This is an optimization exercise on Yosys and OpenROAD, whose aim is small area, not a production implementation.
In this exercise RTL edits were held to simulation tests only and were not proved equivalent to the original.
Power is estimated from default activity; no workload was simulated.

==> flow/design.v <==
module stage23_encode_module (
    clk , rst_n ,
    original_data_1 , original_data_2 , original_data_3 ,
    message_en_in ,
    message_en_out ,
    packet_head_data_out ,
    length_fast_1_out , length_fast_2_out , length_fast_3_out ,
    message_fast_1_out , message_fast_2_out , message_fast_3_out ,
    packet_ETX_data_out
    );
    input          clk , rst_n , message_en_in ;
    input  [263:0] original_data_1 , original_data_2 , original_data_3 ;
    output         message_en_out ;
    output [119:0] packet_head_data_out ;
    output [7:0]   length_fast_1_out , length_fast_2_out , length_fast_3_out ;
    output [343:0] message_fast_1_out , message_fast_2_out , message_fast_3_out ;
    output [7:0]   packet_ETX_data_out ;
    reg         en1 ;
    reg [263:0] s1_d1 , s1_d2 , s1_d3 ;
    always @( posedge clk ) begin
        en1   <= rst_n & message_en_in ;
        s1_d1 <= original_data_1 ;
        s1_d2 <= original_data_2 ;
        s1_d3 <= original_data_3 ;
    end
    reg  [7:0]  dict_pid , dict_mc , dict_mt ;
    wire [23:0] eh1 , eh2 , eh3 ;
    wire        v1 , v2 , v3 ;
    hdr_eff #( .SLOT3 ( 0 ) ) he1 ( .d ( s1_d1 ) , .d2 ( s1_d2 ) , .eh ( eh1 ) , .valid ( v1 ) );
    hdr_eff #( .SLOT3 ( 0 ) ) he2 ( .d ( s1_d2 ) , .d2 ( s1_d2 ) , .eh ( eh2 ) , .valid ( v2 ) );
    hdr_eff #( .SLOT3 ( 1 ) ) he3 ( .d ( s1_d3 ) , .d2 ( s1_d2 ) , .eh ( eh3 ) , .valid ( v3 ) );
    wire [2:0] ne1 = { eh1[23:16] != dict_pid , eh1[15:8] != dict_mc , eh1[7:0] != dict_mt } ;
    wire [2:0] ne2 = { eh2[23:16] != dict_pid , eh2[15:8] != dict_mc , eh2[7:0] != dict_mt } ;
    wire [2:0] ne3 = { eh3[23:16] != dict_pid , eh3[15:8] != dict_mc , eh3[7:0] != dict_mt } ;
    always @( posedge clk ) begin
        if ( !rst_n )
            { dict_pid , dict_mc , dict_mt } <= 24'd0 ;
        else if ( en1 ) begin
            if ( v3 )
                { dict_pid , dict_mc , dict_mt } <= eh3 ;
            else if ( v2 )
                { dict_pid , dict_mc , dict_mt } <= eh2 ;
            else if ( v1 )
                { dict_pid , dict_mc , dict_mt } <= eh1 ;
        end
    end
    reg [79:0] seq ;
    always @( posedge clk ) begin
        if ( !rst_n )
            seq <= { 80 { 1'b1 } } ;
        else if ( en1 )
            seq <= seq + 80'd1 ;
    end
    reg         en2 ;
    reg [263:0] s2_d1 , s2_d2 , s2_d3 ;
    reg [2:0]   s2_ne1 , s2_ne2 , s2_ne3 ;
    always @( posedge clk ) begin
        en2    <= rst_n & en1 ;
        s2_d1  <= s1_d1 ;
        s2_d2  <= s1_d2 ;
        s2_d3  <= s1_d3 ;
        s2_ne1 <= ne1 ;
        s2_ne2 <= ne2 ;
        s2_ne3 <= ne3 ;
    end
    fast_slot #( .QUIRK ( 1 ) ) fs1 ( .d ( s2_d1 ) , .qd ( s2_d1 ) , .ne ( s2_ne1 ) ,
                                      .msg ( message_fast_1_out ) , .len ( length_fast_1_out ) );
    fast_slot #( .QUIRK ( 0 ) ) fs2 ( .d ( s2_d2 ) , .qd ( s2_d2 ) , .ne ( s2_ne2 ) ,
                                      .msg ( message_fast_2_out ) , .len ( length_fast_2_out ) );
    fast_slot #( .QUIRK ( 0 ) ) fs3 ( .d ( s2_d3 ) , .qd ( s2_d2 ) , .ne ( s2_ne3 ) ,
                                      .msg ( message_fast_3_out ) , .len ( length_fast_3_out ) );
    wire [1:0] msg_count = { 1'b0 , s2_d1[255:248] != 8'd0 } +
                           { 1'b0 , s2_d2[255:248] != 8'd0 } +
                           { 1'b0 , s2_d3[255:248] != 8'd0 } ;
    assign message_en_out       = en2 ;
    assign packet_head_data_out = { 8'hAA , 8'h0F , seq , 16'h0000 , 6'b000000 , msg_count } ;
    assign packet_ETX_data_out  = 8'h55 ;
endmodule
module hdr_eff #( parameter SLOT3 = 0 ) ( d , d2 , eh , valid );
    input  [263:0] d , d2 ;
    output [23:0]  eh ;
    output         valid ;
    wire [7:0] c = d[255:248] ;
    wire [7:0] t = d[247:240] ;
    wire is_d = ( c == 8'h64 ) ;
    wire is_q = ( c == 8'h71 ) ;
    wire is_n = ( c == 8'h4e ) ;
    wire n_ok = ( t == 8'h4c ) | ( t == 8'h4d ) | ( t == 8'h4e ) | ( t == 8'h52 ) | ( t == 8'h53 ) ;
    assign valid = ( c == 8'h61 ) | is_d | ( c == 8'h6b ) | is_q | is_n ;
    wire zero = is_d | ( is_n & !n_ok ) ;
    wire [23:0] h = ( SLOT3 && is_q ) ? d2[263:240] : d[263:240] ;
    assign eh = zero ? 24'd0 : h ;
endmodule
module fast_slot #( parameter QUIRK = 0 ) ( d , qd , ne , msg , len );
    input  [263:0] d , qd ;
    input  [2:0]   ne ;
    output [343:0] msg ;
    output [7:0]   len ;
    wire [7:0] P = d[263:256] ;
    wire [7:0] C = d[255:248] ;
    wire [7:0] T = d[247:240] ;
    wire is_a = ( C == 8'h61 ) ;
    wire is_d = ( C == 8'h64 ) ;
    wire is_k = ( C == 8'h6b ) ;
    wire is_q = ( C == 8'h71 ) ;
    wire is_n = ( C == 8'h4e ) ;
    wire n_lr = is_n & ( ( T == 8'h4c ) | ( T == 8'h52 ) ) ;
    wire n_m  = is_n & ( T == 8'h4d ) ;
    wire n_ns = is_n & ( ( T == 8'h4e ) | ( T == 8'h53 ) ) ;
    wire fam  = is_a | is_k | n_lr | n_m | n_ns ;    
    wire nonq = fam | is_d ;
    wire [1:0] k = { 1'b0 , ne[2] } + { 1'b0 , ne[1] } + { 1'b0 , ne[0] } ;
    wire [5:0] base = is_a ? 6'd28 : is_k ? 6'd32 : ( is_d | is_q ) ? 6'd19 :
                      n_lr ? 6'd2 : n_m ? 6'd6 : n_ns ? 6'd10 : 6'd0 ;
    assign len = { 2'b00 , base } + { 6'd0 , ( nonq | is_q ) ? k : 2'd0 } ;
    wire [7:0] g2 = ne[0] ? T : ne[1] ? C : P ;
    wire [7:0] g1 = ( ne[0] & ne[1] ) ? C : P ;
    wire [7:0] g0 = P ;
    wire [135:0] dbody = { d[262:240] , 8'h00 , d[239:231] , d[222:200] , 8'h00 , d[199:135] } ;
    wire [7:0] y [0:37] ;
    genvar mi ;
    generate
        for ( mi = 0 ; mi <= 34 ; mi = mi + 1 ) begin : gy
            localparam integer m = mi - 2 ;
            wire [7:0] fv , dv , qv ;
            wire       fs , ds , qs ;
            if ( m < 0 ) begin : neg
                assign fv = 8'h00 ; assign fs = 1'b0 ;
            end else if ( m < 3 ) begin : hdr
                assign fv = ( m == 0 ) ? g0 : ( m == 1 ) ? g1 : g2 ;
                assign fs = fam ;
            end else begin : body
                assign fv = d[239 - 8 * ( m - 3 ) -: 8] ;
                assign fs = fam & ( base >= m ) ;
            end
            if ( m >= 3 && m <= 19 ) begin : dd
                assign dv = dbody[135 - 8 * ( m - 3 ) -: 8] ;
                assign ds = is_d ;
            end else begin : nd
                assign dv = 8'h00 ; assign ds = 1'b0 ;
            end
            if ( m <= 8 ) begin : qq
                assign qv = qd[239 - 8 * ( m + 8 ) -: 8] ;
                assign qs = ( m < 0 ) ? 1'b1 : is_q ;
            end else begin : nq
                assign qv = 8'h00 ; assign qs = 1'b0 ;
            end
            assign y[mi] = ( { 8 { fs } } & fv ) | ( { 8 { ds } } & dv ) | ( { 8 { qs } } & qv ) ;
        end
    endgenerate
    assign y[35] = 8'h00 ;
    assign y[36] = 8'h00 ;
    assign y[37] = 8'h00 ;
    wire [7:0] z [0:37] ;    
    genvar j ;
    generate
        for ( j = 0 ; j <= 37 ; j = j + 1 ) begin : gz
            if ( j == 0 ) begin : z0
                assign z[j] = k[0] ? 8'h00 : y[j] ;
            end else begin : zn
                assign z[j] = k[0] ? y[j - 1] : y[j] ;
            end
        end
    endgenerate
    wire [7:0] o [0:34] ;
    generate
        for ( j = 0 ; j <= 34 ; j = j + 1 ) begin : go
            wire [7:0] sh = k[1] ? z[j + 1] : z[j + 3] ;
            if ( j == 0 ) begin : pm0
                assign o[j] = is_q ? sh : { nonq , ~ne[2] & nonq , ~ne[1] & nonq , ~ne[0] & nonq , 4'b0000 } ;
            end else if ( j == 1 ) begin : pm1
                assign o[j] = is_q ? sh : 8'h00 ;
            end else begin : rest
                assign o[j] = sh ;
            end
        end
    endgenerate
    wire [343:0] norm ;
    generate
        for ( j = 0 ; j <= 34 ; j = j + 1 ) begin : gm
            assign norm[343 - 8 * j -: 8] = o[j] ;
        end
    endgenerate
    assign norm[63:0] = 64'd0 ;
    wire quirk = ( QUIRK != 0 ) & n_lr & ( ne == 3'b011 ) ;
    assign msg = quirk ? { 7'b0 , C , T , 321'b0 } : norm ;
endmodule
==> flow/run.sh <==
#!/bin/bash
# synth_recipe.tcl (not shown) runs the flow's synth.tcl, then flattens the netlist and writes it again
# the make line also repeats each setting of config.mk as NAME=value (left out here)
make -C /OpenROAD-flow-scripts/flow DESIGN_CONFIG=/design/flow/config.mk WORK_HOME=/design/flow/orfs CLKGATE_MAP_FILE= SYNTH_SCRIPT=/design/flow/synth_recipe.tcl finish
==> flow/config.mk <==
export PLATFORM = sky130hd
export DESIGN_NAME = stage23_encode_module
export DESIGN_NICKNAME = stage23_encode_module
export VERILOG_FILES = /design/flow/design.v
export SDC_FILE = /design/flow/constraint.sdc
export NUM_CORES = 8
export LEC_CHECK = 0
export CAP_MARGIN = 20
export CORE_AREA = 5 5 715 715
export DIE_AREA = 0 0 720 720
export SLEW_MARGIN = 20
==> flow/constraint.sdc <==
create_clock -name core_clock -period 7.0 [get_ports {clk}]
set_input_delay 1.4000 -clock core_clock [delete_from_list [all_inputs] [get_ports {clk}]]
set_output_delay 1.4000 -clock core_clock [all_outputs]
set_load 0.01 [all_outputs]
==> impl_metrics.json, run 1 <==
{
  "outcome": "no timing/DRC/antenna violations",
  "core-area_sq_um": 502000,
  "postRouteAntennaNets": 0,
  "vias": 64700,
  "ys_seq_area_share_pct": 49.9,
  "hold_viol": 0,
  "p_sw_mw": 6.59,
  "intPower_mw": 17.8,
  "dp_worst_setup_slack_ns": 1.10,
  "synth_edf_count": 0,
  "drive_above_1_share_pct": 11.2,
  "grt_pass1_vias": 60200,
  "switching_share_pct": 27.1,
  "final-setup-viol-count": 0,
  "drt-pass1-iter-count": 9,
  "setup_ws_ns": 0.205,
  "max_freq_mhz": 147,
  "layout_common_cells": "clkdlybuf4s50_1 (1706), dfxtp_1 (1699), mux2i_1 (568)",
  "min_to": "s2_d3[136]",
  "nets": 8813,
  "fillers": 54900,
  "fin_skew_ns": 0.128,
  "cts_sinks": 1699,
  "pwr-share-seq_pct": 45.6,
  "port_buffers": 1735,
  "rrSetupSlack_ns": 3.24,
  "crit_chain": "fa_4, buf_12, buf_4, a221o_1, nand2_1, o21ai_0, clkdlybuf4s50_1",
  "p_per_area_nw_per_um2": 244,
  "grt_max_degree": 110,
  "cts_tree": "done",
  "crit_fanout": 107,
  "cp-startpoint": "s2_ne3[1]",
  "routedWlPerCell_um": 34.9,
  "initial_utilization_pct": 13.6,
  "ys_async_sr_fraction_pct": 0,
  "critPathKind": "reg -> out",
  "die-area_sq_um": 518000,
  "area_growth_pct": 46.3,
  "drcViolationCount": 0,
  "hp-class": "reg -> reg",
  "synth_top_flop_cell": "dfxtp_1",
  "slew_headroom_pct": 26.7,
  "wl_mm": 522,
  "ys_seq_elements": 1699,
  "min_path_cells": 0,
  "syn_area_sq_um": 68200,
  "drtIter0Drc": 8656,
  "grt_usage_pct": 19.0,
  "numCtsBuffers": 198,
  "r2r_cells": 8,
  "endpoint_kind": "primary output",
  "clkLatencyLatePin_ns": 0.98,
  "htree_levels": 4,
  "tns_ns": 0,
  "worst_pin_slew_ns": 1.09,
  "crit_family": "buffers and inverters",
  "min_period_ns": 6.80,
  "syn_area_per_cell_sq_um": 10.6,
  "p_clk_share_pct": 46.7,
  "cts_setup_buffers": 0,
  "critPathSlowestCell": "fa_4",
  "placementRows": 260,
  "pwr-share-comb_pct": 7.8,
  "power_leakage_nw": 37.6,
  "place_congestion": 1.03,
  "regToRegStartpoint": "en1",
  "postCtsResizedCells": 0,
  "grt-ovfl-total": 0,
  "setup.worst_path.start_class": "flip-flop",
  "syn_inst": 6442,
  "final_common_cell": "clkdlybuf4s50_1",
  "vias_per_cell": 4.32,
  "clkSlewWorstSetupHoldPaths_ns": 0.07,
  "final_util_pct": 19.9,
  "min_period_over_period_pct": 97.1,
  "path_buf_inv": 3,
  "r2r-end": "seq[79]",
  "hold_start": "s1_d3[136]",
  "cts-root-buf": "clkbuf_16",
  "die_w_um": 720,
  "rsz0062_at_grt": "false",
  "die_y_um": 720,
  "maxCapViolations": 0,
  "antenna_found_initial": 229,
  "dp_hpwl_mm": 435,
  "synth_cell_types": 88,
  "cp_data_required_time_ns": 5.60,
  "critPathArrivalTime_ns": 5.40,
  "finalMaxSlewViolations": 0,
  "pin_count": 1980,
  "ys_warn_count": 3,
  "cts_hold_buf": 0,
  "max_stage_delay_ns": 1.18,
  "cts_buffer_depth": 4,
  "peakVddDrop_v": 0.000235,
  "grt_pass1_wl_mm": 654
}
[state kept, by name (all words and copies together) (netlist names)]
register / count
dict_mc: 8
dict_mt: 8
dict_pid: 8
en1: 1
en2: 1
s1_d1: 264
s1_d2: 264
s1_d3: 264
s2_d1: 264
s2_d2: 264
s2_d3: 264
s2_ne1: 3
s2_ne2: 3
s2_ne3: 3
seq: 80
[kinds of logic after synthesis]
| logic type | share of synthesized area [%] |
|---|---|
| AOI/OAI and AO/OA | 16.4 |
| xor gates and xnor gates | 1.36 |
| adders and majority gates | 0.334 |
| buffers and inverters | 5.85 |
| DFF | 49.9 |
| muxes | 16.5 |
| other | 0.0110 |
| and+or+nand+nor | 9.71 |
[Yosys cell counts, types with 21 or more instances]
library cell / count / area share (%)
nand2_1: 402 / 2.2
nor3_1: 37 / 0.27
o21ai_0: 335 / 2.5
buf_4: 248 / 2.7
a221o_1: 57 / 0.84
o211ai_1: 21 / 0.23
mux4_2: 143 / 4.7
nor4_1: 22 / 0.20
nor2_1: 259 / 1.4
or3_1: 22 / 0.20
nor4bb_1: 28 / 0.41
xor2_1: 39 / 0.50
and3_1: 88 / 0.81
mux2i_1: 568 / 8.3
o22ai_1: 88 / 0.81
a22o_1: 172 / 2.2
a222oi_1: 31 / 0.46
a221oi_1: 88 / 1.1
nor2b_1: 37 / 0.34
and2_1: 184 / 1.7
inv_1: 51 / 0.28
a31oi_1: 81 / 0.74
nand4_1: 31 / 0.28
a21oi_1: 205 / 1.5
buf_2: 39 / 0.29
dfxtp_1: 1699 / 50
a211oi_1: 83 / 0.91
mux2_2: 206 / 3.4
buf_1: 87 / 0.48
a21o_1: 81 / 0.89
nand3_1: 99 / 0.73
clkbuf_1: 372 / 2.0
xnor2_1: 67 / 0.86
a22oi_1: 199 / 2.2
[how the worst max path moves through the flow]
| stage | endpoint | slack [ns] | cells after the start |
|---|---|---|---|
| final | message_fast_3_out[237] | 0.20 | 7 |
| after global routing | message_fast_3_out[237] | 0.0005 | 7 |
| after CTS | message_fast_3_out[237] | 0.07 | 7 |
| after detailed placement | message_fast_3_out[237] | 1.10 | 7 |
| after global placement | message_fast_2_out[342] | 0.86 | 6 |
| after floorplan | length_fast_3_out[4] | 2.55 | 11 |
[power groups by stage]
stage | clock network (mW) | logic, mW | registers [mW]
finish | 11.4 | 1.89 | 11.1
detailed placement | 0 | 1.87 | 11.3
global route | 12.0 | 2.00 | 11.1
global placement | 0 | 1.87 | 11.3
floorplan | 0 | 0.944 | 10.7
CTS | 11.7 | 1.88 | 11.1
[layer usage]
layer	part of all wire, %	vias up	GRT usage [%]
li1	-	26500	-
met1	40	32600	23.4
met2	44	4481	29.2
met3	11	971	6.49
met4	5.4	94	9.81
met5	0.12	-	0
[metrics by stage]
step                hold WS, ns  std cells  total power, mW  instance area (sq um)
floorplan                 0.310       6684             11.6                  69100
global placement          0.310      14500             13.1                  92300
detailed placement        0.312      14500             13.1                  92300
CTS                       0.230      14900             24.7                  99400
global route              0.251      15000             25.1                  99700
finish                    0.257      15000             24.4                  99700
[area by class of cell]
cell class              instances  area [sq um]  area share [%]
clock buffers                 249          5440            5.45
repair buffers               1866         18500            18.5
diodes                        133           333           0.334
well taps                    6681          8360            8.38
multi-input cells            4184         31200            31.3
clock inverters               116          1670            1.68
flip-flops and latches       1699         34000            34.1
inverters                      55           236           0.237
==> run 2, diff against run 1 <==
--- a/flow/design.v
+++ b/flow/design.v
@@ -54,6 +54,7 @@
     reg         en2 ;
     reg [263:0] s2_d1 , s2_d2 , s2_d3 ;
     reg [2:0]   s2_ne1 , s2_ne2 , s2_ne3 ;
+    reg [1:0]   s2_k1 , s2_k2 , s2_k3 ;       
     always @( posedge clk ) begin
         en2    <= rst_n & en1 ;
         s2_d1  <= s1_d1 ;
@@ -62,12 +63,15 @@
         s2_ne1 <= ne1 ;
         s2_ne2 <= ne2 ;
         s2_ne3 <= ne3 ;
+        s2_k1  <= { 1'b0 , ne1[2] } + { 1'b0 , ne1[1] } + { 1'b0 , ne1[0] } ;
+        s2_k2  <= { 1'b0 , ne2[2] } + { 1'b0 , ne2[1] } + { 1'b0 , ne2[0] } ;
+        s2_k3  <= { 1'b0 , ne3[2] } + { 1'b0 , ne3[1] } + { 1'b0 , ne3[0] } ;
     end
-    fast_slot #( .QUIRK ( 1 ) ) fs1 ( .d ( s2_d1 ) , .qd ( s2_d1 ) , .ne ( s2_ne1 ) ,
+    fast_slot #( .QUIRK ( 1 ) ) fs1 ( .d ( s2_d1 ) , .qd ( s2_d1 ) , .ne ( s2_ne1 ) , .k ( s2_k1 ) ,
                                       .msg ( message_fast_1_out ) , .len ( length_fast_1_out ) );
-    fast_slot #( .QUIRK ( 0 ) ) fs2 ( .d ( s2_d2 ) , .qd ( s2_d2 ) , .ne ( s2_ne2 ) ,
+    fast_slot #( .QUIRK ( 0 ) ) fs2 ( .d ( s2_d2 ) , .qd ( s2_d2 ) , .ne ( s2_ne2 ) , .k ( s2_k2 ) ,
                                       .msg ( message_fast_2_out ) , .len ( length_fast_2_out ) );
-    fast_slot #( .QUIRK ( 0 ) ) fs3 ( .d ( s2_d3 ) , .qd ( s2_d2 ) , .ne ( s2_ne3 ) ,
+    fast_slot #( .QUIRK ( 0 ) ) fs3 ( .d ( s2_d3 ) , .qd ( s2_d2 ) , .ne ( s2_ne3 ) , .k ( s2_k3 ) ,
                                       .msg ( message_fast_3_out ) , .len ( length_fast_3_out ) );
     wire [1:0] msg_count = { 1'b0 , s2_d1[255:248] != 8'd0 } +
                            { 1'b0 , s2_d2[255:248] != 8'd0 } +
@@ -91,9 +95,10 @@
     wire [23:0] h = ( SLOT3 && is_q ) ? d2[263:240] : d[263:240] ;
     assign eh = zero ? 24'd0 : h ;
 endmodule
-module fast_slot #( parameter QUIRK = 0 ) ( d , qd , ne , msg , len );
+module fast_slot #( parameter QUIRK = 0 ) ( d , qd , ne , k , msg , len );
     input  [263:0] d , qd ;
     input  [2:0]   ne ;
+    input  [1:0]   k ;
     output [343:0] msg ;
     output [7:0]   len ;
     wire [7:0] P = d[263:256] ;
@@ -109,7 +114,6 @@
     wire n_ns = is_n & ( ( T == 8'h4e ) | ( T == 8'h53 ) ) ;
     wire fam  = is_a | is_k | n_lr | n_m | n_ns ;    
     wire nonq = fam | is_d ;
-    wire [1:0] k = { 1'b0 , ne[2] } + { 1'b0 , ne[1] } + { 1'b0 , ne[0] } ;
     wire [5:0] base = is_a ? 6'd28 : is_k ? 6'd32 : ( is_d | is_q ) ? 6'd19 :
                       n_lr ? 6'd2 : n_m ? 6'd6 : n_ns ? 6'd10 : 6'd0 ;
     assign len = { 2'b00 , base } + { 6'd0 , ( nonq | is_q ) ? k : 2'd0 } ;
--- a/flow/config.mk
+++ b/flow/config.mk
@@ -7,5 +7,6 @@
 export LEC_CHECK = 0
 export CAP_MARGIN = 20
 export CORE_AREA = 5 5 715 715
+export CTS_BUF_LIST = sky130_fd_sc_hd__clkbuf_4 sky130_fd_sc_hd__clkbuf_8
 export DIE_AREA = 0 0 720 720
 export SLEW_MARGIN = 20
==> run 2 against run 1 <==
  * Clock skew is 0.060 ns higher
  * Still clean on timing, DRC and antenna
  * Maximum frequency hardly changed
  * First-iteration DRC count grew 7.7%
  * Clock power increased by 6%
  * Sequential share of layout area shrank 0.42 points
  * Largest cell class unchanged
  * Global-route usage increased by 2.8 points
  * Cell count increased by 2.7%
  * Core utilization grew 0.34 points
  * Die area is the same
  * Non-clock buffer count rose by 65
  * Area after synthesis up 1.1%
  * Highest routed layer unchanged
  * Sequential power about the same
==> impl_metrics.json, run 2 <==
{
  "postRouteAntennaNets": 0,
  "rrSetupSlack_ns": 3.34,
  "grt.busiest_layer": "met2",
  "tns_ns": 0,
  "r2r-end": "s2_k3[0]",
  "wl_mm": 596,
  "area_growth_pct": 47.1,
  "vias_per_cell": 4.49,
  "cts_setup_buffers": 0,
  "port_buffers": 1735,
  "drt-pass1-iter-count": 8,
  "vias": 69100,
  "peakVddDrop_v": 0.000190,
  "critPathArrivalTime_ns": 5.39,
  "syn_area_sq_um": 69000,
  "nets": 9163,
  "crit_chain": "nor3b_1, and3_4, buf_12, nand2_1, o22ai_1, clkdlybuf4s50_1",
  "grt_pass1_vias": 64400,
  "crit_fanout": 51,
  "regToRegStartpoint": "s1_d3[246]",
  "cts_hold_buf": 0,
  "final_cells": 15400,
  "min_path_cells": 0,
  "layout_common_cells": "clkdlybuf4s50_1 (1725), dfxtp_1 (1690), mux2i_1 (514)",
  "postPlaceCellArea_sq_um": 93200,
  "syn_inst": 6648,
  "yosysMostFrequentCell": "dfxtp_1",
  "power_leakage_nw": 38.4,
  "die_w_um": 720,
  "antenna_found_initial": 402,
  "synth-simple-area-share_pct": 9.98,
  "slew_headroom_pct": 8.41,
  "whs_ns": 0.179,
  "critPathSlowestCell": "o22ai_1",
  "dp_worst_setup_slack_ns": 1.16,
  "grt_usage_pct": 21.7,
  "cts_buffer_depth": 4,
  "grt-ovfl-total": 0,
  "ys_warn_count": 3,
  "numCtsBuffers": 331,
  "hold_start": "s1_d2[171]",
  "cts_tree": "done",
  "yosysTopAreaCell": "dfxtp_1",
  "outcome": "no timing/DRC/antenna violations",
  "synth_top_flop_cell": "dfxtp_1",
  "ys_seq_elements": 1705,
  "dp_hpwl_mm": 502,
  "clkLatencyLatePin_ns": 1.23,
  "grtUsageMet2_pct": 32.8,
  "use_met3_pct": 10.0,
  "synth_edf_count": 0,
  "grtUsageMet1_pct": 26.8,
  "routedWlPerCell_um": 38.7,
  "p_per_area_nw_per_um2": 249,
  "finalPower_mw": 25.2,
  "min_period_over_period_pct": 97.0,
  "synth_fa_ha_area_share_pct": 0.330,
  "pin_count": 1980,
  "max_freq_mhz": 147,
  "initial_utilization_pct": 13.7,
  "min_to": "s2_d2[171]",
  "setup.worst_path.start_class": "flip-flop",
  "endpoint_kind": "primary output",
  "cts_sinks": 1705,
  "placedCellCount": 14700,
  "final_util_pct": 20.2,
  "rsz0062_at_grt": "false",
  "die_y_um": 720,
  "synth_xor_area_share_pct": 1.27,
  "clkSlewWorstSetupHoldPaths_ns": 0.06,
  "synthMuxAreaShare_pct": 11.8,
  "synth_top_family_by_area": "compound AO/OA/AOI/OAI gates",
  "hold_viol": 0,
  "hp-class": "reg -> reg",
  "fin_skew_ns": 0.188,
  "grt_pass1_wl_mm": 739,
  "final_common_cell": "clkdlybuf4s50_1",
  "r2r_cells": 7,
  "drtIter0Drc": 9319,
  "synth_compound_area_share_pct": 20.8,
  "drcViolationCount": 0,
  "die-area_sq_um": 518000,
  "placementRows": 260,
  "cp_data_required_time_ns": 5.60,
  "min_period_ns": 6.79,
  "synth_cell_types": 105,
  "worst_pin_slew_ns": 1.37,
  "grt_max_degree": 137,
  "place_congestion": 1.02,
  "ys_seq_area_share_pct": 49.5,
  "max_stage_delay_ns": 0.85,
  "final-setup-viol-count": 0,
  "critPathKind": "reg -> out",
  "syn_area_per_cell_sq_um": 10.4,
  "design_area_sq_um": 101000,
  "drive_above_1_share_pct": 13.0,
  "htree_levels": 5,
  "finalMaxSlewViolations": 0,
  "yosys-top-cells-area": "dfxtp_1 (50%), mux2i_1 (7.5%), a211oi_1 (3.0%)",
  "ys_async_sr_fraction_pct": 0,
  "core-area_sq_um": 502000,
  "synth_common_cells": "dfxtp_1 (1705), mux2i_1 (518), clkbuf_1 (369)",
  "cts-root-buf": "clkbuf_8",
  "maxCapViolations": 0,
  "post-synth-top-area-fraction_pct": 49.5,
  "setup_ws_ns": 0.210,
  "cp-startpoint": "s2_d3[248]"
}
## run 2: cell types whose count changed in the layout (fill, tap and decap cells not counted), moves of 47 or more
cell	previous run	this run
a21oi_1	205	147
a22oi_1	199	151
mux2_2	206	134
nor2_1	256	196
clkbuf_4	0	67
mux2i_1	568	514
buf_4	144	191
a211oi_1	83	279
clkbuf_16	198	0
clkbuf_8	29	414
mux4_2	143	63
and2_1	184	137
a22o_1	172	240
## run 2: area by class of cell
type | instances | area (sq um)
diodes | 93 | 233
clock inverters | 117 | 1740
fillers | 54900 | 401000
inverters | 57 | 244
repair buffers | 1931 | 19000
multi-input cells | 4328 | 31500
well taps | 6681 | 8360
flip-flops and latches | 1705 | 34200
clock buffers | 481 | 6200
## run 2: report_power, final
part / switching (mW) / internal [mW]
Sequential: 0.824 / 10.3
Combinational: 1.09 / 0.942
Clock: 5.09 / 7.01
## run 2: cell families after synthesis
kind of cell             count (synthesis)
AO/OA/AOI/OAI                         1961
flip-flops                            1705
AND/OR/NAND/NOR                       1294
buffers and inverters                  857
multiplexers                           715
XOR/XNOR                               100
adder cells (fa/ha/maj)                 14
other                                    2
## run 2: worst max-delay path, delay by kind of cell, from the launching register on
kind                   cells  cell delay, ns
and+or+nand+nor            3            1.92
AOI/OAI and AO/OA          1            0.85
DFF                        1            0.46
buffers and inverters      2            0.99
## run 2: per-layer routing
layer / vias up / share of wire (%)
met1: 34100 / 40
li1: 28000 / -
met2: 5368 / 42
met3: 1460 / 13
met4: 250 / 4.7
met5: - / 0.31
## run 2: how the worst max path moves through the flow
| stage | endpoint | slack, ns | cells after the start |
|---|---|---|---|
| 2_1_floorplan | length_fast_3_out[2] | 2.78 | 12 |
| 3_3_place_gp | message_fast_2_out[289] | 1.27 | 8 |
| 3_5_place_dp | message_fast_2_out[178] | 1.16 | 7 |
| 4_1_cts | message_fast_2_out[289] | 0.004 | 8 |
| 5_1_grt | message_fast_2_out[290] | 0.10 | 9 |
| 6_report | message_fast_3_out[106] | 0.21 | 6 |
## run 2: repair_timing
item | in CTS | in global routing
pin swaps | 0 | 1
gates cloned | 0 | 0
resized for setup | 1 | 4
endpoints found under the setup margin | 1 | 4
endpoints found under the hold margin | 0 | 0
==> run 3, diff against run 2 <==
==> flow/flow/run.sh (new file) <==
#!/bin/bash
# Own layout flow: the standard flow, except that
#  - synthesis maps with an area-oriented ABC script (same Yosys passes and registers otherwise),
#  - the port buffers are the smallest buffer cell.
set -euo pipefail
W=$(pwd)
F=$W/flow

# ORFS's synth.tcl with the ABC call replaced
sed -e 's|log_cmd abc {\*}\$abc_args|log_cmd abc -script $::env(OWN_ABC_SCRIPT) {*}$lib_args {*}$lib_dont_use_args|' \
    "$FLOW_HOME/scripts/synth.tcl" > "$W/own_synth.tcl"
grep -q 'OWN_ABC_SCRIPT' "$W/own_synth.tcl"
export OWN_SYNTH_TCL=$W/own_synth.tcl
export OWN_ABC_SCRIPT=$F/abc_area.script

bash standard.sh SYNTH_SCRIPT="$F/synth_wrap.tcl" synth > "$W/own_synth.log" 2>&1
bash standard.sh BUFFER_PORTS_ARGS="-buffer_cell sky130_fd_sc_hd__buf_1" finish > "$W/own_layout.log" 2>&1
test -s out/final.def
==> flow/flow/abc_area.script (new file) <==
strash
dc2
dch -f
amap
==> flow/flow/synth_wrap.tcl (new file) <==
proc synth {args} { yosys synth -nofsm -noshare {*}$args }
source $::env(OWN_SYNTH_TCL)
# left out here: clear keep_hierarchy, flatten, clean up, hide names made inside functions, write 1_2_yosys.v
==> flow/standard.sh (new file) <==
#!/bin/bash
# synth_recipe.tcl (not shown) runs the flow's synth.tcl, then flattens the netlist and writes it again
# the make line also repeats each setting of config.mk as NAME=value (left out here)
make -C /OpenROAD-flow-scripts/flow DESIGN_CONFIG=/design/flow/config.mk WORK_HOME=/design/flow/orfs CLKGATE_MAP_FILE= SYNTH_SCRIPT=/design/flow/synth_recipe.tcl "${@:-finish}"
--- a/flow/config.mk
+++ b/flow/config.mk
@@ -7,6 +7,9 @@
 export LEC_CHECK = 0
 export CAP_MARGIN = 20
 export CORE_AREA = 5 5 715 715
-export CTS_BUF_LIST = sky130_fd_sc_hd__clkbuf_4 sky130_fd_sc_hd__clkbuf_8
+export CTS_BUF_LIST = sky130_fd_sc_hd__clkbuf_16
+export CTS_CLUSTER_DIAMETER = 100
+export CTS_CLUSTER_SIZE = 20
 export DIE_AREA = 0 0 720 720
+export PLACE_DENSITY = 0.85
 export SLEW_MARGIN = 20
removed: flow/run.sh
==> run 3 against run 2 <==
  * Register-to-register slack got worse by 1.2 ns
  * Synthesized cell count decreased by 9.6%
  * First-iteration DRC count increased by 6.6%
  * Final area decreased by 21%
  * Combinational power decreased by about 30%
  * Maximum frequency increased by 0.63%
  * Flip-flop and latch count unchanged
  * Sequential share of layout area increased by 8.9 points
  * Routed wire length decreased by 15%
  * Sequential power about the same
  * Count of clock-buffer cells in the layout decreased by 361
  * Highest routed layer unchanged
  * Die area unchanged
==> impl_metrics.json, run 3 <==
{
  "tns_ns": 0,
  "area_growth_pct": 33.4,
  "cts_hold_buf": 0,
  "maxCapViolations": 0,
  "vias_per_cell": 4.37,
  "grt_pass1_wl_mm": 629,
  "die_w_um": 720,
  "ys_seq_elements": 1705,
  "finalPower_mw": 19.5,
  "ys_seq_area_share_pct": 56.7,
  "final_common_cell": "dfxtp_1",
  "endpoint_kind": "primary output",
  "final-setup-viol-count": 0,
  "min_period_over_period_pct": 96.4,
  "design_area_sq_um": 80300,
  "hp-class": "reg -> reg",
  "rsz0062_at_grt": "false",
  "place_congestion": 1.01,
  "cp_data_required_time_ns": 5.60,
  "synth_top_family_by_area": "compound AO/OA/AOI/OAI gates",
  "die_y_um": 720,
  "synth_compound_area_share_pct": 28.1,
  "worst_pin_slew_ns": 1.31,
  "antenna_found_initial": 246,
  "postRouteAntennaNets": 0,
  "post-synth-top-area-fraction_pct": 56.7,
  "critPathArrivalTime_ns": 5.35,
  "syn_area_per_cell_sq_um": 10.0,
  "drive_above_1_share_pct": 5.23,
  "p_clk_share_pct": 37.3,
  "r2r_cells": 13,
  "crit_fanout": 21,
  "synthMuxAreaShare_pct": 0,
  "grt_pass1_vias": 59100,
  "grt_max_degree": 173,
  "initial_utilization_pct": 12.0,
  "fin_skew_ns": 0.0826,
  "ys_async_sr_fraction_pct": 0,
  "synth_fa_ha_area_share_pct": 0.378,
  "final_util_pct": 16.0,
  "pin_count": 1980,
  "grt-ovfl-total": 0,
  "htree_levels": 3,
  "p_per_area_nw_per_um2": 243,
  "postPlaceCellArea_sq_um": 76200,
  "cts_tree": "done",
  "synth_cell_types": 54,
  "power_leakage_nw": 26.0,
  "switching_share_pct": 28.0,
  "synth-simple-area-share_pct": 9.66,
  "drtIter0Drc": 9935,
  "pwr-share-seq_pct": 55.4,
  "ys_warn_count": 3,
  "syn_area_sq_um": 60200,
  "placementRows": 260,
  "layout_common_cells": "dfxtp_1 (1698), buf_1 (1672), o22ai_1 (1174)",
  "vias": 65000,
  "synth_xor_area_share_pct": 0.0146,
  "synth_edf_count": 0,
  "slew_headroom_pct": 13.0,
  "routedWlPerCell_um": 34.1,
  "grt_usage_pct": 18.3,
  "synth_top_flop_cell": "dfxtp_1",
  "placedCellCount": 14500,
  "drcViolationCount": 0,
  "cts_sinks": 1705,
  "die-area_sq_um": 518000,
  "pwr-share-comb_pct": 7.3,
  "cts_setup_buffers": 0,
  "hold_viol": 0,
  "wl_mm": 507,
  "port_buffers": 1735,
  "multi_input_area_sq_um": 24200,
  "setup.worst_path.start_class": "flip-flop",
  "finalMaxSlewViolations": 0,
  "yosysMostFrequentCell": "dfxtp_1",
  "final_cells": 14900,
  "min_path_cells": 0,
  "numCtsBuffers": 119,
  "fillers": 56900,
  "yosys-top-cells-area": "dfxtp_1 (57%), o22ai_1 (12%), o22a_1 (5.7%)",
  "syn_inst": 6008,
  "outcome": "no timing/DRC/antenna violations",
  "yosysTopAreaCell": "dfxtp_1",
  "nets": 8792,
  "critPathKind": "reg -> out",
  "core-area_sq_um": 502000,
  "clkSlewWorstSetupHoldPaths_ns": 0.09,
  "dp_hpwl_mm": 431,
  "peakVddDrop_v": 0.000218,
  "p_sw_mw": 5.46,
  "max_freq_mhz": 148,
  "cts_buffer_depth": 4,
  "synth_common_cells": "dfxtp_1 (1705), o22ai_1 (1180), nand2_1 (420)",
  "min_period_ns": 6.75,
  "cts-root-buf": "clkbuf_16",
  "regArea_sq_um": 34200,
  "clkLatencyLatePin_ns": 0.91,
  "drt-pass1-iter-count": 10,
  "intPower_mw": 14.0
}
run 3: cell types whose count changed after synthesis, moves of 90 or more:
cell / delta
o22ai_1: +1053
a22o_1: -214
mux2_2: -134
o22a_1: +386
buf_2: -92
and2_1: -137
nand3_1: -90
a211oi_1: -274
clkbuf_1: -369
nor2_1: +180
o21ai_0: -156
and3_1: -101
mux2i_1: -518
clkinv_1: +325
run 3: cells by family after synthesis:
family                   after synthesis
buffers and inverters                569
AO/OA/AOI/OAI                       2461
adder cells (fa/ha/maj)               14
AND/OR/NAND/NOR                     1256
XOR/XNOR                               1
other                                  2
flip-flops                          1705
run 3: power groups by stage:
stage / logic, mW / registers (mW) / clock network (mW)
2_1_floorplan: 0.799 / 10.6 / 0
3_3_place_gp: 1.39 / 11.0 / 0
3_5_place_dp: 1.39 / 11.0 / 0
4_1_cts: 1.40 / 10.8 / 7.50
5_1_grt: 1.52 / 10.8 / 7.79
6_report: 1.43 / 10.8 / 7.26
run 3: final timing paths:
kind | startpoint | slack (ns) | end
min reg2reg | s1_d1[38] | 0.32 | s2_d1[38]
min | s1_d1[38] | 0.32 | s2_d1[38]
max reg2reg | s1_d3[241] | 2.14 | s2_k3[0]
max | s2_d3[250] | 0.25 | length_fast_3_out[3]
run 3: final cells by class:
cell class	count	share of cell area, %
Clock inverter	50	0.870
Clock buffer	120	3.74
Sequential cell	1705	42.5
Tap cell	6681	10.4
Antenna cell	151	0.471
Multi-Input combinational cell	3976	30.2
Timing Repair Buffer	1856	10.2
Inverter	325	1.60
run 3: layer usage:
layer | track usage [%] | vias up | wire length, um
li1 | - | 26900 | -
met3 | 8.84 | 978 | 68500
met1 | 22.3 | 32100 | 198000
met2 | 27.4 | 4883 | 214000
met5 | 0 | - | 799
met4 | 7.43 | 109 | 25700
run 3: critical path, stage by stage, from the launching register on:
cell and delay (ns):
dfxtp_1 0.44, clkinv_1 0.25, nand2_1 0.19, or3_1 0.38, nor2_4 0.06, nor2_2 0.11, buf_4 0.31, inv_6 0.16
nor2_1 0.18, buf_4 0.30, clkinv_2 0.33, nor2_1 0.35, nor2_1 0.14, ha_1 0.34, a21oi_2 0.17, o21bai_4 0.17
nor2_1 0.10, a21oi_4 0.32, buf_12 0.15
run 3: per-stage QoR:
step | setup WS (ns) | hold slack, ns
2_1_floorplan | -2.49 | 0.310
3_3_place_gp | 0.112 | 0.310
3_5_place_dp | 0.217 | 0.312
4_1_cts | 0.0299 | 0.314
5_1_grt | 0.00598 | 0.305
6_report | 0.253 | 0.319
run 3: what timing repair did:
action / 4_1_cts / 5_1_grt
gates resized for setup: 8 / 3
hold endpoints to repair: 0 / 0
endpoints found under the setup margin: 21 / 80
pin swaps: 0 / 0
==> run 4, diff against run 3 <==
--- a/flow/config.mk
+++ b/flow/config.mk
@@ -11,5 +11,4 @@
 export CTS_CLUSTER_DIAMETER = 100
 export CTS_CLUSTER_SIZE = 20
 export DIE_AREA = 0 0 720 720
-export PLACE_DENSITY = 0.85
 export SLEW_MARGIN = 20
==> run 4 against run 3 <==
  * Area after synthesis did not move
  * Critical endpoint is now message_fast_3_out[324]
  * Total power rose by 1.4%
  * Highest routed layer unchanged
  * Still clean on timing, DRC and antenna
  * Sequential share of layout area rose by 0.21 points
  * Combinational power barely moved
  * Die area did not move
  * Final area fell by 0.48%
  * Maximum frequency fell by 0.73%
  * Synthesized cell count did not move
  * Via count fell by 0.62%
==> impl_metrics.json, run 4 <==
{
  "critPathArrivalTime_ns": 5.40,
  "syn_area_per_cell_sq_um": 10.0,
  "antenna_found_initial": 268,
  "final-setup-viol-count": 0,
  "cp_data_required_time_ns": 5.60,
  "syn_area_sq_um": 60200,
  "whs_ns": 0.289,
  "crit_fanout": 22,
  "crit_family": "simple AND/OR/NAND/NOR gates",
  "drtIter0Drc": 9303,
  "hold_viol": 0,
  "ys_seq_elements": 1705,
  "final_util_pct": 15.9,
  "min_path_cells": 0,
  "drive_above_1_share_pct": 4.79,
  "placedCellCount": 14500,
  "design_area_sq_um": 79900,
  "min_to": "s2_d2[186]",
  "r2r_cells": 13,
  "cts_setup_buffers": 0,
  "yosys-top-cells-area": "dfxtp_1 (57%), o22ai_1 (12%), o22a_1 (5.7%)",
  "critPathSlowestCell": "or3_2",
  "initial_utilization_pct": 12.0,
  "cts_tree": "done",
  "syn_inst": 6008,
  "grt_max_degree": 186,
  "path_buf_inv": 3,
  "endpoint_kind": "primary output",
  "vias": 64600,
  "cts_sinks": 1705,
  "p_sw_mw": 5.67,
  "yosysTopAreaCell": "dfxtp_1",
  "grt_pass1_vias": 59000,
  "wl_mm": 499,
  "ys_async_sr_fraction_pct": 0,
  "grt_usage_pct": 18.1,
  "p_per_area_nw_per_um2": 247,
  "peakVddDrop_v": 0.000211,
  "setup.worst_path.start_class": "flip-flop",
  "max_stage_delay_ns": 0.76,
  "grt_pass1_wl_mm": 625,
  "tns_ns": 0,
  "final_common_cell": "dfxtp_1",
  "intPower_mw": 14.1,
  "finalMaxSlewViolations": 0,
  "synth_common_cells": "dfxtp_1 (1705), o22ai_1 (1180), nand2_1 (420)",
  "maxCapViolations": 0,
  "postCtsResizedCells": 3,
  "area_growth_pct": 32.8,
  "clkLatencyLatePin_ns": 0.95,
  "drcViolationCount": 0,
  "ys_warn_count": 3,
  "finalPower_mw": 19.8,
  "synth_cell_types": 54,
  "cts-root-buf": "clkbuf_16",
  "die_w_um": 720,
  "nets": 8777,
  "dp_worst_setup_slack_ns": 0.848,
  "pwr-share-seq_pct": 54.8,
  "routedWlPerCell_um": 33.7,
  "cts_buffer_depth": 4,
  "synth_edf_count": 0,
  "worst_pin_slew_ns": 1.19,
  "drt-pass1-iter-count": 14,
  "htree_levels": 3,
  "final_cells": 14800,
  "postRouteAntennaNets": 0,
  "min_period_over_period_pct": 97.1,
  "grt-ovfl-total": 0,
  "postPlaceCellArea_sq_um": 75800,
  "fin_skew_ns": 0.169,
  "cts_hold_buf": 0,
  "power_leakage_nw": 25.9,
  "rrSetupSlack_ns": 2.15,
  "rsz0062_at_grt": "false",
  "yosysMostFrequentCell": "dfxtp_1",
  "port_buffers": 1735,
  "regToRegStartpoint": "s1_d3[241]",
  "ys_seq_area_share_pct": 56.7,
  "r2r-end": "s2_k3[0]",
  "synth_top_flop_cell": "dfxtp_1",
  "vias_per_cell": 4.36,
  "pin_count": 1980,
  "switching_share_pct": 28.7,
  "crit_chain": "nand2b_1, nand2b_1, or2_0, nor2_1, clkinv_1, o21ai_0, or3_2, buf_4, a222oi_1, nor2_1, a21oi_1, o22ai_2, buf_1",
  "setup_ws_ns": 0.204,
  "post-synth-top-area-fraction_pct": 56.7,
  "die_y_um": 720,
  "hold_start": "s1_d2[186]",
  "hp-class": "reg -> reg",
  "placementRows": 260,
  "dp_hpwl_mm": 420,
  "place_congestion": 1.05,
  "pwr-share-comb_pct": 7.4,
  "slew_headroom_pct": 20.6,
  "min_period_ns": 6.80,
  "outcome": "no timing/DRC/antenna violations",
  "layout_common_cells": "dfxtp_1 (1697), buf_1 (1695), o22ai_1 (1175)",
  "critPathKind": "reg -> out",
  "core-area_sq_um": 502000,
  "numCtsBuffers": 122,
  "clkSlewWorstSetupHoldPaths_ns": 0.10,
  "p_clk_share_pct": 37.9,
  "die-area_sq_um": 518000,
  "max_freq_mhz": 147
}
[run 4: power by group through the flow]
stage | Combinational [mW] | Clock, mW | Sequential, mW
6_report | 1.46 | 7.48 | 10.8
3_3_place_gp | 1.43 | 0 | 11.0
5_1_grt | 1.56 | 8.05 | 10.9
3_5_place_dp | 1.43 | 0 | 11.0
4_1_cts | 1.44 | 7.76 | 10.8
2_1_floorplan | 0.799 | 0 | 10.6
[run 4: worst reg2reg max path, stage by stage, from the launching register on]
cell and delay, ns:
dfxtp_1 0.77, clkinv_1 0.16, o31a_1 0.31, or3_1 0.37, a21oi_1 0.25, clkinv_1 0.63
nor2_1 0.40, a21oi_1 0.12, a2111oi_0 0.56, o2111ai_1 0.46, buf_4 0.31, clkinv_1 0.07
fa_1 0.41, clkinv_1 0.05
[run 4: layout make-up]
cell class,instances,area (sq um)
inverter,325,1290
timing repair buffer,1838,7820
tap,6681,8360
multi-input combinational,3976,24200
fill,57200,422000
sequential,1705,34200
clock inverter,56,769
clock buffer,122,3050
antenna,110,275
[run 4: routing by layer]
metal | global-route usage, % | vias up | part of all wire [%]
met5 | 0 | - | 0.14
met1 | 22.4 | 32000 | 40
li1 | - | 26900 | -
met3 | 7.84 | 962 | 12
met4 | 7.01 | 114 | 4.4
met2 | 27.5 | 4660 | 43
[run 4: how the worst max path moves through the flow]
stage | start | to | depth (start not counted) | slack [ns]
final | s2_d3[255] | message_fast_3_out[324] | 13 | 0.20
after global placement | s2_d2[255] | message_fast_2_out[286] | 12 | 0.26
after CTS | s2_d3[255] | message_fast_3_out[324] | 13 | 0.04
after detailed placement | s2_d2[255] | message_fast_2_out[286] | 13 | 0.85
after floorplan | s2_k3[1] | length_fast_3_out[2] | 5 | -2.49
after global routing | s2_d3[255] | message_fast_3_out[324] | 13 | 0.01
[run 4: cells by family (layout without fill, tap and decap cells)]
logic type | count (synthesis) | count (layout) | synth area share, %
AO/OA/AOI/OAI | 2461 | 2461 | 28.1
buffers and inverters | 569 | 2341 | 5.07
adder cells (fa/ha/maj) | 14 | 14 | 0.378
flip-flops | 1705 | 1705 | 56.7
AND/OR/NAND/NOR | 1256 | 1256 | 9.66
XOR/XNOR | 1 | 1 | 0.0146
other | 2 | 354 | 0.0125
==> run 5, diff against run 4 <==
--- a/flow/config.mk
+++ b/flow/config.mk
@@ -6,9 +6,9 @@
 export NUM_CORES = 8
 export LEC_CHECK = 0
 export CAP_MARGIN = 20
-export CORE_AREA = 5 5 715 715
+export CORE_AREA = 5 5 445 445
 export CTS_BUF_LIST = sky130_fd_sc_hd__clkbuf_16
 export CTS_CLUSTER_DIAMETER = 100
 export CTS_CLUSTER_SIZE = 20
-export DIE_AREA = 0 0 720 720
+export DIE_AREA = 0 0 450 450
 export SLEW_MARGIN = 20
==> run 5 against run 4 <==
  * The run now fails in 3_2_place_iop
  * Synthesized cell count unchanged
  * Area after synthesis unchanged
==> impl_metrics.json, run 5 <==
{
  "post-synth-top-area-fraction_pct": 56.7,
  "yosys-top-cells-area": "dfxtp_1 (57%), o22ai_1 (12%), o22a_1 (5.7%)",
  "ys_seq_area_share_pct": 56.7,
  "syn_area_sq_um": 60200,
  "error_line": "[ERROR PPL-0024] Number of IO pins (1980) exceeds maximum number of available positions (1628). Increase the die perimeter from 1800.00um to 2692.80um.",
  "synth_top_flop_cell": "dfxtp_1",
  "die_w_um": 450,
  "initial_utilization_pct": 31.3,
  "yosysMostFrequentCell": "dfxtp_1",
  "synth_compound_area_share_pct": 28.1,
  "yosysTopAreaCell": "dfxtp_1",
  "ys_warn_count": 3,
  "placementRows": 161,
  "ys_seq_elements": 1705,
  "ys_async_sr_fraction_pct": 0,
  "synth_xor_area_share_pct": 0.0146,
  "die_y_um": 450,
  "synthMuxAreaShare_pct": 0,
  "syn_area_per_cell_sq_um": 10.0,
  "syn_inst": 6008,
  "synth_edf_count": 0,
  "synth-simple-area-share_pct": 9.66,
  "synth_top_family_by_area": "compound AO/OA/AOI/OAI gates",
  "lastStage": "3_2_place_iop",
  "synth_fa_ha_area_share_pct": 0.378,
  "synth_common_cells": "dfxtp_1 (1705), o22ai_1 (1180), nand2_1 (420)",
  "synth_cell_types": 54,
  "outcome": "did not finish"
}
-- run 5: cell counts after synthesis --
No cell type changed its count.
-- run 5: kinds of logic after synthesis --
family / Yosys count
compound gates: 2461
xor+xnor: 1
fa+ha+maj: 14
buf+inv: 569
flops: 1705
other cells: 2
simple gates: 1256
==> run 6, diff against run 5 <==
--- a/flow/design.v
+++ b/flow/design.v
@@ -44,12 +44,27 @@
                 { dict_pid , dict_mc , dict_mt } <= eh1 ;
         end
     end
-    reg [79:0] seq ;
+    reg  [79:0] seq ;
+    wire [9:0]  seq_all ;
+    wire [10:0] seq_tg ;
+    wire [79:0] seq_t ;
+    assign seq_tg[0] = en1 ;
+    genvar sg , si ;
+    generate
+        for ( sg = 0 ; sg < 10 ; sg = sg + 1 ) begin : gsq
+            assign seq_all[sg]    = &seq[8 * sg + 7 : 8 * sg] ;
+            assign seq_tg[sg + 1] = seq_tg[sg] & seq_all[sg] ;
+            assign seq_t[8 * sg]  = seq_tg[sg] ;
+            for ( si = 1 ; si < 8 ; si = si + 1 ) begin : gsb
+                assign seq_t[8 * sg + si] = seq_t[8 * sg + si - 1] & seq[8 * sg + si - 1] ;
+            end
+        end
+    endgenerate
     always @( posedge clk ) begin
         if ( !rst_n )
             seq <= { 80 { 1'b1 } } ;
-        else if ( en1 )
-            seq <= seq + 80'd1 ;
+        else
+            seq <= seq ^ seq_t ;
     end
     reg         en2 ;
     reg [263:0] s2_d1 , s2_d2 , s2_d3 ;
--- a/flow/config.mk
+++ b/flow/config.mk
@@ -6,9 +6,9 @@
 export NUM_CORES = 8
 export LEC_CHECK = 0
 export CAP_MARGIN = 20
-export CORE_AREA = 5 5 445 445
+export CORE_AREA = 5 5 715 715
 export CTS_BUF_LIST = sky130_fd_sc_hd__clkbuf_16
 export CTS_CLUSTER_DIAMETER = 100
 export CTS_CLUSTER_SIZE = 20
-export DIE_AREA = 0 0 450 450
+export DIE_AREA = 0 0 720 720
 export SLEW_MARGIN = 20
==> run 6 against run 5 <==
  * Area after synthesis fell by 1.3%
  * The run now finishes clean
  * Synthesized cell count shrank 4.7%
==> impl_metrics.json, run 6 <==
{
  "min_to": "s2_d2[166]",
  "drive_above_1_share_pct": 8.63,
  "pwr-share-seq_pct": 53.2,
  "synth_compound_area_share_pct": 27.8,
  "grt-ovfl-total": 0,
  "place_congestion": 1.05,
  "initial_utilization_pct": 11.8,
  "p_clk_share_pct": 41.0,
  "maxCapViolations": 0,
  "pwr-share-comb_pct": 5.8,
  "rrSetupSlack_ns": 2.38,
  "cp_data_required_time_ns": 5.60,
  "final_common_cell": "dfxtp_1",
  "min_path_cells": 0,
  "syn_inst": 5723,
  "synth-simple-area-share_pct": 7.70,
  "grt_max_degree": 233,
  "ys_seq_area_share_pct": 57.5,
  "hold_start": "s1_d2[166]",
  "min_period_ns": 6.65,
  "pin_count": 1980,
  "clkSlewWorstSetupHoldPaths_ns": 0.08,
  "slew_headroom_pct": 20.4,
  "ys_async_sr_fraction_pct": 0,
  "cts_sinks": 1705,
  "synth_xor_area_share_pct": 0,
  "cts_hold_buf": 0,
  "critPathArrivalTime_ns": 5.25,
  "port_buffers": 1735,
  "final_util_pct": 16.5,
  "critPathKind": "reg -> out",
  "cts_tree": "done",
  "syn_area_per_cell_sq_um": 10.4,
  "layout_common_cells": "dfxtp_1 (1689), buf_1 (1485), o22ai_1 (1241)",
  "power_leakage_nw": 27.2,
  "yosys-top-cells-area": "dfxtp_1 (57%), o22ai_1 (13%), o22a_1 (5.7%)",
  "drtIter0Drc": 7578,
  "grt_pass1_vias": 56800,
  "endpoint_kind": "primary output",
  "grt_usage_pct": 19.9,
  "r2r_cells": 19,
  "antenna_found_initial": 398,
  "setup.worst_path.start_class": "flip-flop",
  "yosysMostFrequentCell": "dfxtp_1",
  "vias": 61500,
  "design_area_sq_um": 82900,
  "dp_worst_setup_slack_ns": 0.921,
  "synth_cell_types": 50,
  "synth_top_flop_cell": "dfxtp_1",
  "yosysTopAreaCell": "dfxtp_1",
  "synthMuxAreaShare_pct": 0,
  "finalPower_mw": 20.3,
  "drcViolationCount": 0,
  "die_y_um": 720,
  "dp_hpwl_mm": 464,
  "p_per_area_nw_per_um2": 245,
  "multi_input_area_sq_um": 23300,
  "vias_per_cell": 4.20,
  "area_growth_pct": 39.7,
  "switching_share_pct": 28.3,
  "clkLatencyLatePin_ns": 0.86,
  "synth_edf_count": 0,
  "postRouteAntennaNets": 0,
  "placedCellCount": 14300,
  "syn_area_sq_um": 59400,
  "regArea_sq_um": 34200,
  "finalMaxSlewViolations": 0,
  "peakVddDrop_v": 0.000210,
  "synth_top_family_by_area": "compound AO/OA/AOI/OAI gates",
  "final_cells": 14600,
  "hp-class": "reg -> reg",
  "ys_seq_elements": 1705,
  "r2r-end": "seq[78]",
  "crit_fanout": 147,
  "die_w_um": 720,
  "final-setup-viol-count": 0,
  "regToRegStartpoint": "en1",
  "min_period_over_period_pct": 95.0,
  "wl_mm": 546,
  "rsz0062_at_grt": "false",
  "setup_ws_ns": 0.353,
  "placementRows": 260,
  "numCtsBuffers": 136,
  "nets": 8620,
  "routedWlPerCell_um": 37.3,
  "core-area_sq_um": 502000,
  "worst_pin_slew_ns": 1.19,
  "synth_common_cells": "dfxtp_1 (1705), o22ai_1 (1250), o22a_1 (385)",
  "grt_pass1_wl_mm": 667,
  "cts-root-buf": "clkbuf_16",
  "ys_warn_count": 3,
  "post-synth-top-area-fraction_pct": 57.5,
  "postPlaceCellArea_sq_um": 78200,
  "p_sw_mw": 5.74,
  "outcome": "no timing/DRC/antenna violations",
  "synth_fa_ha_area_share_pct": 1.84,
  "drt-pass1-iter-count": 8,
  "max_freq_mhz": 150,
  "hold_viol": 0,
  "intPower_mw": 14.6,
  "cts_buffer_depth": 4,
  "htree_levels": 4,
  "fillers": 56700,
  "die-area_sq_um": 518000,
  "fin_skew_ns": 0.0966
}
[run 6: changes by cell type after synthesis, sizes merged, moves of 18 or more]
| cell | previous run | this run |
|---|---|---|
| or2 | 39 | 88 |
| o211ai | 23 | 1 |
| a21oi | 223 | 134 |
| a221oi | 27 | 48 |
| nand2 | 420 | 324 |
| o221ai | 38 | 20 |
| o21ai | 153 | 115 |
| ha | 7 | 76 |
| or4 | 34 | 6 |
| nor2 | 380 | 270 |
| o22ai | 1180 | 1250 |
| or3 | 50 | 9 |
| nand4 | 41 | 18 |
[run 6: worst max-delay path by stage]
stage / from / to / slack, ns
finish: s2_d3[253] / message_fast_3_out[195] / 0.35
global route: s2_d2[255] / message_fast_2_out[295] / 0.07
CTS: s2_d3[253] / message_fast_3_out[281] / 0.18
detailed placement: s2_d2[255] / message_fast_2_out[295] / 0.92
global placement: s2_d2[247] / message_fast_2_out[303] / 0.04
floorplan: s2_k2[0] / length_fast_2_out[4] / -2.60
[run 6: per-stage QoR]
step                      hold WS, ns   TNS, ns
after floorplan                 0.310  -1699.64
after global placement          0.310         0
after detailed placement        0.312         0
after CTS                       0.298         0
after global routing            0.307         0
final                           0.299         0
[run 6: cells by family (layout without fill, tap and decap cells)]
family | Yosys count | after routing
flops | 1705 | 1705
simple gates | 979 | 979
fa+ha+maj | 83 | 83
other cells | 2 | 381
buf+inv | 580 | 2427
compound gates | 2374 | 2374
[run 6: layout make-up]
cell class	count	share of cell area, %
sequential	1705	41.2
multi-input combinational	3680	28.1
timing repair buffer	1883	13.3
tap	6681	10.1
clock buffer	139	4.19
inverter	336	1.58
clock inverter	69	1.14
antenna	137	0.413
[run 6: per-layer routing]
layer	part of all wire, %	vias to the layer above	track usage (%)	wire, um
li1	-	26000	-	-
met1	35	30000	21.1	190000
met2	50	4220	36.0	273000
met3	8.8	1149	5.79	47800
met4	6.3	96	9.37	34300
met5	0.12	-	0	629
[run 6: what timing repair did]
| item | in CTS | in global routing |
|---|---|---|
| setup buffers | 0 | 0 |
| endpoints found under the setup margin | 1 | 0 |
| gates resized for setup | 1 | 0 |
[run 6: worst max-delay path, stage by stage (launching register included)]
cell and delay [ns]:
dfxtp_1 0.48, nand3_1 0.16, or2_0 0.39, nor4_4 0.31, clkinv_1 0.17, o21ai_4 0.11, buf_12 0.42, a22oi_1 0.50
o22a_1 0.49, o22ai_1 0.63, buf_4 0.24
[run 6: power groups by stage]
stage / combinational, mW / clock, mW / sequential [mW]
floorplan: 0.560 / 0 / 10.7
global placement: 1.18 / 0 / 11.1
detailed placement: 1.19 / 0 / 11.0
CTS: 1.20 / 8.65 / 10.8
global route: 1.27 / 8.93 / 10.9
finish: 1.17 / 8.32 / 10.8
==> run 7, diff against run 6 <==
--- a/flow/config.mk
+++ b/flow/config.mk
@@ -11,4 +11,5 @@
 export CTS_CLUSTER_DIAMETER = 100
 export CTS_CLUSTER_SIZE = 20
 export DIE_AREA = 0 0 720 720
+export GPL_TIMING_DRIVEN = 0
 export SLEW_MARGIN = 20
==> run 7 against run 6 <==
  * Critical endpoint is now message_fast_3_out[324]
  * Non-clock buffer count grew 268
  * Core utilization shrank 0.067 points
  * Sequential share of layout area grew 0.17 points
  * First-iteration DRC count shrank 0.79%
  * Synthesized cell count is the same
==> impl_metrics.json, run 7 <==
{
  "outcome": "no timing/DRC/antenna violations",
  "crit_chain": "clkinv_1, or3_1, nor2_2, nor2_4, clkinv_1, or3_4, buf_12, a222oi_1, nor2_1, a21oi_1, o22ai_1, buf_1",
  "p_per_area_nw_per_um2": 232,
  "initial_utilization_pct": 11.8,
  "slew_headroom_pct": 14.6,
  "cts_buffer_depth": 4,
  "synth_common_cells": "dfxtp_1 (1705), o22ai_1 (1250), o22a_1 (385)",
  "nets": 8872,
  "critPathKind": "reg -> out",
  "die_y_um": 720,
  "max_freq_mhz": 147,
  "area_growth_pct": 39.1,
  "drive_above_1_share_pct": 8.93,
  "syn_area_sq_um": 59400,
  "final_util_pct": 16.5,
  "endpoint_kind": "primary output",
  "ys_async_sr_fraction_pct": 0,
  "synth_edf_count": 0,
  "critPathSlowestCell": "nor2_2",
  "synth_cell_types": 50,
  "fillers": 56700,
  "cp_data_required_time_ns": 5.60,
  "vias_per_cell": 4.19,
  "final-setup-viol-count": 0,
  "pin_count": 1980,
  "drcViolationCount": 0,
  "yosys-top-cells-area": "dfxtp_1 (57%), o22ai_1 (13%), o22a_1 (5.7%)",
  "antenna_found_initial": 405,
  "grt_pass1_wl_mm": 650,
  "dp_hpwl_mm": 459,
  "die_w_um": 720,
  "place_congestion": 1.08,
  "maxCapViolations": 0,
  "yosysTopAreaCell": "dfxtp_1",
  "grt_max_degree": 126,
  "tns_ns": 0,
  "syn_inst": 5723,
  "critPathArrivalTime_ns": 5.42,
  "power_leakage_nw": 27.3,
  "finalMaxSlewViolations": 0,
  "drt-pass1-iter-count": 10,
  "htree_levels": 3,
  "rsz0062_at_grt": "false",
  "ys_seq_elements": 1705,
  "placementRows": 260,
  "peakVddDrop_v": 0.000214,
  "hold_viol": 0,
  "yosysMostFrequentCell": "dfxtp_1",
  "min_period_over_period_pct": 97.5,
  "postRouteAntennaNets": 0,
  "ys_seq_area_share_pct": 57.5,
  "fin_skew_ns": 0.103,
  "clkLatencyLatePin_ns": 0.94,
  "cts_tree": "done",
  "setup.worst_path.start_class": "flip-flop",
  "drtIter0Drc": 7518,
  "port_buffers": 1735,
  "numCtsBuffers": 119,
  "ys_warn_count": 3,
  "max_stage_delay_ns": 0.76,
  "post-synth-top-area-fraction_pct": 57.5,
  "worst_path_most_repeated_cell": "clkinv_1",
  "synth_top_flop_cell": "dfxtp_1",
  "grt-ovfl-total": 0,
  "layout_common_cells": "buf_1 (1718), dfxtp_1 (1686), o22ai_1 (1241)",
  "vias": 62300,
  "clkSlewWorstSetupHoldPaths_ns": 0.08,
  "routedWlPerCell_um": 35.8,
  "cts_sinks": 1705,
  "finalPower_mw": 19.2,
  "final_common_cell": "buf_1",
  "worst_pin_slew_ns": 1.27,
  "whs_ns": 0.303,
  "cts_hold_buf": 0,
  "min_period_ns": 6.82,
  "design_area_sq_um": 82600,
  "grt_pass1_vias": 56100,
  "die-area_sq_um": 518000,
  "core-area_sq_um": 502000,
  "wl_mm": 533,
  "syn_area_per_cell_sq_um": 10.4,
  "postPlaceCellArea_sq_um": 78100,
  "crit_fanout": 19,
  "hp-class": "reg -> reg",
  "cts-root-buf": "clkbuf_16",
  "grt_usage_pct": 19.5
}
## run 7: cell types whose count changed in the layout (fill, tap and decap cells not counted), sizes merged
| cell | delta |
|---|---|
| clkinv | +3 |
| clkbuf | -18 |
| inv | -23 |
| clkdlybuf4s15 | +6 |
| diode | +10 |
| clkinvlp | +2 |
| buf | +260 |
## run 7: cells by family (layout without fill, tap and decap cells)
kind of cell / Yosys count / count (layout) / synth area share [%]
other: 2 / 391 / 0.0126
DFF: 1705 / 1705 / 57.5
adders and majority gates: 83 / 83 / 1.84
and+or+nand+nor: 979 / 979 / 7.70
AOI/OAI and AO/OA: 2374 / 2374 / 27.8
buffers and inverters: 580 / 2657 / 5.21
## run 7: cell type report
type	count	area (sq um)	area share, %
multi-input cells	3680	23500	28.5
repair buffers	1907	9330	11.3
clock inverters	50	659	0.798
well taps	6681	8360	10.1
repair inverters	1	8.76	0.0106
clock buffers	119	2980	3.60
diodes	147	368	0.445
inverters	336	1400	1.69
plain buffers	244	1830	2.22
flip-flops and latches	1705	34200	41.4
## run 7: worst paths after layout
| path | startpoint | end | slack (ns) | cells after the start |
|---|---|---|---|---|
| max | s2_d3[248] | message_fast_3_out[324] | 0.18 | 12 |
| min | s1_d1[23] | s2_d1[23] | 0.30 | 0 |
| min reg2reg | s1_d1[23] | s2_d1[23] | 0.30 | 0 |
| max reg2reg | s1_d3[250] | dict_mc[7] | 1.37 | 11 |
## run 7: power breakdown
| part | internal, mW | switching [mW] |
|---|---|---|
| registers | 10.2 | 0.561 |
| clock network | 3.30 | 3.96 |
| logic | 0.446 | 0.702 |
## run 7: per-stage QoR
stage                     worst slack (ns)  std cells
after floorplan                      -2.60       5965
after global placement              -16.00      14400
after detailed placement             -2.20      14500
after CTS                          -0.0178      14700
after global routing                0.0291      14800
final                                0.178      14900
## run 7: critical path, delay by kind of cell, from the launching register on
family                 cells  cell delay, ns
AOI/OAI and AO/OA          3            0.48
buffers and inverters      4            1.41
DFF                        1            0.44
and+or+nand+nor            5            2.07
## run 7: routing by layer
layer	vias to the layer above	part of all wire, %	GRT usage, %
met2	4556	49	33.8
met1	29900	34	20.1
met5	-	0.15	0
met3	1206	10	6.91
li1	26500	-	-
met4	120	7.5	11.5
## run 7: repair_timing
action	4_1_cts	5_1_grt
buffers inserted	12	7
endpoints found under the setup margin	432	28
pin swaps	10	4
gates resized for setup	72	12
cloned	0	1

[port drivers added, routing unchanged]
The flow's constraints put no driver on any port. The routed layouts listed below were extracted and timed again, unchanged, in two steps. Step 1, drivers: a clkbuf_16 drives clk and a buf_2 each remaining input, both assumed. Step 2, shift: input delay + t, output delay - t, t = (earliest + latest rising clock arrival at the registers) / 2. This alone moves slack from input paths to output paths. Slacks: ideal / step 1 / step 2; pairs: ideal / step 1.
run | shift t [ns] | setup slack, ns | worst hold slack (ns) | worst register clock-pin slew, ns | worst data-port slew with drivers (ns)
run 1 | 0.977 | 0.205 / 0.111 / 1.088 | 0.257 / 0.257 / 0.257 | 0.08 / 0.08 | 0.53
run 2 | 1.192 | 0.210 / 0.115 / 1.308 | 0.179 / 0.179 / 0.179 | 0.07 / 0.07 | 0.46
run 3 | 0.957 | 0.253 / 0.144 / 1.101 | 0.319 / 0.319 / 0.319 | 0.09 / 0.09 | 0.53
run 4 | 0.990 | 0.204 / 0.090 / 1.080 | 0.289 / 0.289 / 0.289 | 0.10 / 0.10 | 0.48
run 6 | 0.918 | 0.353 / 0.259 / 1.178 | 0.299 / 0.299 / 0.299 | 0.10 / 0.10 | 0.49
run 7 | 0.983 | 0.178 / 0.083 / 1.066 | 0.303 / 0.303 / 0.303 | 0.10 / 0.10 | 0.53
After both steps setup and hold are still met in every run listed.
